Source: an optimization exercise on an open RTL-to-GDS flow (aim: small area). Production flows keep margins and buffers that such runs may drop.
In this exercise RTL edits were held to simulation tests only and were not proved equivalent to the original.
The clock input has no modelled driver; a real chip could not lean on it and would need a root buffer or a full tree.
No activity file was given, so power comes from the tool's default toggle rates.

Setup of 02-03:
==> module digital_clock, before the edit <==
module digital_clock(
    input clk,
    input en,         
    input srst,       
    input clr,        
    input hrup,
    input minup,
    output reg [3:0] s1,
    output reg [2:0] s2,
    output reg [3:0] m1,
    output reg [2:0] m2,
    output reg [3:0] h1,
    output reg [1:0] h2
    );
    reg [9:0] clkc;
    localparam [9:0] OFS = 10'd23;
    wire pre_end = &clkc;
    wire adv  = en & ~clr & ~minup & ~hrup;
    wire tick = adv & pre_end;
    wire s1_9 = s1[3] & s1[0];
    wire s2_5 = s2[2] & s2[0];
    wire m1_9 = m1[3] & m1[0];
    wire m2_5 = m2[2] & m2[0];
    wire h1_9 = h1[3] & h1[0];
    wire h_23 = h2[1] & h1[1] & h1[0];
    wire inc_s1 = tick;
    wire inc_s2 = tick & s1_9;
    wire inc_m1 = minup | (inc_s2 & s2_5);
    wire inc_m2 = inc_m1 & m1_9;
    wire inc_h  = (hrup & ~minup) | (inc_s2 & s2_5 & m1_9 & m2_5);
    wire clear = srst | clr;
    always @(posedge clk) begin
        if (srst)
            clkc <= OFS;
        else if (adv)
            clkc <= pre_end ? OFS : clkc + 10'd1;
        if (clear) begin
            s1 <= 0; s2 <= 0; m1 <= 0; m2 <= 0; h1 <= 0; h2 <= 0;
        end else begin
            if (inc_s1) s1 <= s1_9 ? 4'd0 : s1 + 4'd1;
            if (inc_s2) s2 <= s2_5 ? 3'd0 : s2 + 3'd1;
            if (inc_m1) m1 <= m1_9 ? 4'd0 : m1 + 4'd1;
            if (inc_m2) m2 <= m2_5 ? 3'd0 : m2 + 3'd1;
            if (inc_h) begin
                if (h_23) begin
                    h1 <= 4'd0; h2 <= 2'd0;
                end else if (h1_9) begin
                    h1 <= 4'd0; h2 <= h2 + 2'd1;
                end else
                    h1 <= h1 + 4'd1;
            end
        end
    end
endmodule
Settings: LEC_CHECK=0, CAP_MARGIN=20, CORE_MARGIN=2, CORE_UTILIZATION=75, SLEW_MARGIN=20; clock period 10.0 ns.
standard.sh (not shown) runs the stock make flow with config.mk's settings and CLKGATE_MAP_FILE= SYNTH_SCRIPT=/design/flow/synth_recipe.tcl, a recipe that flattens the netlist after the stock synthesis.
==> flow/flow/run.sh <==
#!/bin/bash
# Own layout flow:
#  1. the standard synthesis (kept as std_1_2_yosys.v for reference);
#  2. the same synthesis again with an area-oriented ABC script for the
#     combinational logic (own_synth.tcl, area.abc), once per ABC seed; the
#     smallest netlist whose registers match the standard synthesis (names and
#     cells) is used, or the standard netlist if none does;
#  3. the standard ORFS layout from floorplan to finish, with a smaller clock
#     tree built by manual_cts.tcl and the smallest buffer on the ports.
# Each tool's output goes to a log file in this folder.
set -euo pipefail
W=$PWD
F=$W/flow
R=$W/orfs/results/$FLOW_PLATFORM/Top_Module/base
L=$W/orfs/logs/$FLOW_PLATFORM/Top_Module/base

bash standard.sh synth > $W/log_std_synth.txt 2>&1
cp $R/1_2_yosys.v $W/std_1_2_yosys.v
cp $L/1_2_yosys.log $W/log_std_yosys.txt

# Own synthesis, once per ABC random seed (in parallel, each in its own ORFS
# work folder); the smallest netlist whose registers match the standard
# synthesis is used.
regs() { grep -oE '^\s*sky130_fd_sc_hd__(df|sdf|edf)[a-z0-9_]* +[^ ]+' "$1" | sed -E 's/_[0-9]+ / /; s/^\s*//' | sort; }
for S in ${OWN_SYNTH_SEEDS:-1 2 3 4}; do
  H=$W/syn_s$S
  mkdir -p $H
  sed "s/&deepsyn -T 60/\&deepsyn -T 60 -S $S/" $F/area.abc > $H/area.abc
  OWN_ABC_SCRIPT=$H/area.abc bash standard.sh WORK_HOME=$H SYNTH_SCRIPT=$F/own_synth.tcl ADDER_MAP_FILE= \
    $H/results/$FLOW_PLATFORM/Top_Module/base/1_2_yosys.v > $W/log_own_synth_s$S.txt 2>&1 &
done
wait || true
best=""; best_area=""
for S in ${OWN_SYNTH_SEEDS:-1 2 3 4}; do
  H=$W/syn_s$S
  v=$H/results/$FLOW_PLATFORM/Top_Module/base/1_2_yosys.v
  st=$H/reports/$FLOW_PLATFORM/Top_Module/base/synth_stat.txt
  cp $H/logs/$FLOW_PLATFORM/Top_Module/base/1_2_yosys.log $W/log_own_yosys_s$S.txt 2>/dev/null || true
  [[ -s $v && -s $st ]] || { echo "own synthesis seed $S: failed"; continue; }
  if ! diff <(regs $W/std_1_2_yosys.v) <(regs $v) > $W/log_reg_diff_s$S.txt; then
    echo "own synthesis seed $S: registers differ from the standard synthesis"; continue
  fi
  a=$(awk '/Chip area for module/ {print $NF}' $st | tail -1)
  echo "own synthesis seed $S: area $a, registers match ($(regs $v | wc -l))"
  if [[ -z $best_area ]] || awk -v a="$a" -v b="$best_area" 'BEGIN { exit !(a < b) }'; then best=$v; best_area=$a; fi
done
if [[ -n $best ]]; then
  echo "using $best ($best_area)"
  cp $best $R/1_2_yosys.v
else
  echo "no own synthesis usable; using the standard netlist"
  cp $W/std_1_2_yosys.v $R/1_2_yosys.v
fi
touch $R/1_2_yosys.v

export OWN_CTS_CELL=${OWN_CTS_CELL:-sky130_fd_sc_hd__inv_8}
export OWN_CTS_ROOT=${OWN_CTS_ROOT:-sky130_fd_sc_hd__inv_8}
export OWN_RESULTS=$R
export PLATFORM_DIR=$FLOW_HOME/platforms/$FLOW_PLATFORM
LIMIT=${OWN_SLEW_LIMIT_PS:-120}
ok=0
bash standard.sh "BUFFER_PORTS_ARGS=-buffer_cell sky130_fd_sc_hd__buf_1" place > $W/log_orfs_place.txt 2>&1
for fan in ${OWN_CTS_FANS:-26 23 20 18 16 14}; do
  export OWN_CTS_MAXFAN=$fan
  bash standard.sh clean_cts clean_route clean_finish > /dev/null 2>&1 || true
  bash standard.sh \
    "PRE_CTS_TCL=$F/manual_cts.tcl" \
    "BUFFER_PORTS_ARGS=-buffer_cell sky130_fd_sc_hd__buf_1" \
    finish > $W/log_orfs_layout_fan$fan.txt 2>&1 || continue
  openroad -no_init -exit $F/clk_slew.tcl > $W/log_clk_slew_fan$fan.txt 2>&1 || continue
  slew=$(awk '/^OWN_CLK_SLEW_PS/ {print $2}' $W/log_clk_slew_fan$fan.txt)
  echo "manual clock tree, at most $fan sinks per buffer: worst clock-pin slew $slew ps"
  if awk -v s="$slew" -v l="$LIMIT" 'BEGIN { exit !(s > 0 && s <= l) }'; then ok=1; break; fi
done
if [[ $ok == 0 ]]; then
  echo "manual clock trees too slow; using TritonCTS"
  bash standard.sh clean_cts clean_route clean_finish > /dev/null 2>&1 || true
  bash standard.sh \
    "BUFFER_PORTS_ARGS=-buffer_cell sky130_fd_sc_hd__buf_1" \
    finish > $W/log_orfs_layout_tritoncts.txt 2>&1
fi
Other scripts of this flow, unchanged in this note and not shown: flow/flow/area.abc, flow/flow/clk_slew.tcl, flow/flow/manual_cts.tcl, flow/flow/own_synth.tcl
## Diff of input files: 01-17 against 02-03
--- a/flow/design.v
+++ b/flow/design.v
@@ -88,10 +88,9 @@
     output reg [3:0] h1,
     output reg [1:0] h2
     );
     reg [9:0] clkc;
-    localparam [9:0] OFS = 10'd23;
-    wire pre_end = &clkc;
+    wire pre_end = &{clkc[9:5], clkc[3]};
     wire adv  = en & ~clr & ~minup & ~hrup;
     wire tick = adv & pre_end;
     wire s1_9 = s1[3] & s1[0];
     wire s2_5 = s2[2] & s2[0];
@@ -106,11 +105,11 @@
     wire inc_h  = (hrup & ~minup) | (inc_s2 & s2_5 & m1_9 & m2_5);
     wire clear = srst | clr;
     always @(posedge clk) begin
         if (srst)
-            clkc <= OFS;
+            clkc <= 10'd0;
         else if (adv)
-            clkc <= pre_end ? OFS : clkc + 10'd1;
+            clkc <= pre_end ? 10'd0 : clkc + 10'd1;
         if (clear) begin
             s1 <= 0; s2 <= 0; m1 <= 0; m2 <= 0; h1 <= 0; h2 <= 0;
         end else begin
             if (inc_s1) s1 <= s1_9 ? 4'd0 : s1 + 4'd1;
--- outcome ---
01-17 ended with every stage complete and zero timing, DRC or antenna violations. In the metrics for 02-03 and 01-17, the one carrying the lower fmax is 02-03. | worst-case headroom to the max-slew limit | 01-17 vs 02-03 | worse |. Looking at ratio of final minimum period to clock period, 01-17 sits 9.2 points below 02-03. Sort 02-03 and 01-17 by minimum hold slack, ascending, and 01-17 comes first. 02-03 → 01-17: area after synthesis rose by 0.51%; clock latency at the later pin of the worst-skew pair stayed essentially flat. Of 02-03 and 01-17, the run reporting the higher setup slack was 01-17. 01-17 vs 02-03, critical path capture point: clock.h1[2]$_SDFFE_PP0P_ vs clock.h1[3]$_SDFFE_PP0P_. 01-17 against 02-03: sequential share of power has decreased; post-layout instance area increased 31 sq um; clock skew went up 0.0086 ns; global-route wire length before repair went up. Between 01-17 and 02-03, it is 01-17 whose clock group share of total power is higher, by 1.5 points. Going from 02-03 to 01-17, the peak per-stage delay on the critical path was found to have gone down by 0.03 ns.
In every run of this note, the design's own scripts or RTL, not TritonCTS, make the clock network.

[afterwards: timing with drivers on the ports]
The flow's constraints put no driver on any port. The routed layouts listed below were extracted and timed again, unchanged, in two steps. Step 1 sets driving cells, clkbuf_16 on the clock port and buf_2 on the other inputs (assumed; they add their load-dependent delay and slew). Step 2, shift: input delay + t, output delay - t, t = (earliest + latest rising clock arrival at the registers) / 2. This alone moves slack from input paths to output paths. Slacks: ideal / step 1 / step 2; pairs: ideal / step 1.
run	shift t [ns]	setup WS [ns]	pins driven straight from the clock port
02-03	0.226	3.890 / 3.912 / 3.686	1
01-17	0.228	4.811 / 4.831 / 4.603	1
After both steps setup and hold are still met in every run listed. The setup slack of 01-17, which loses most, moves by +0.020 ns with the drivers and by -0.208 ns with both steps.
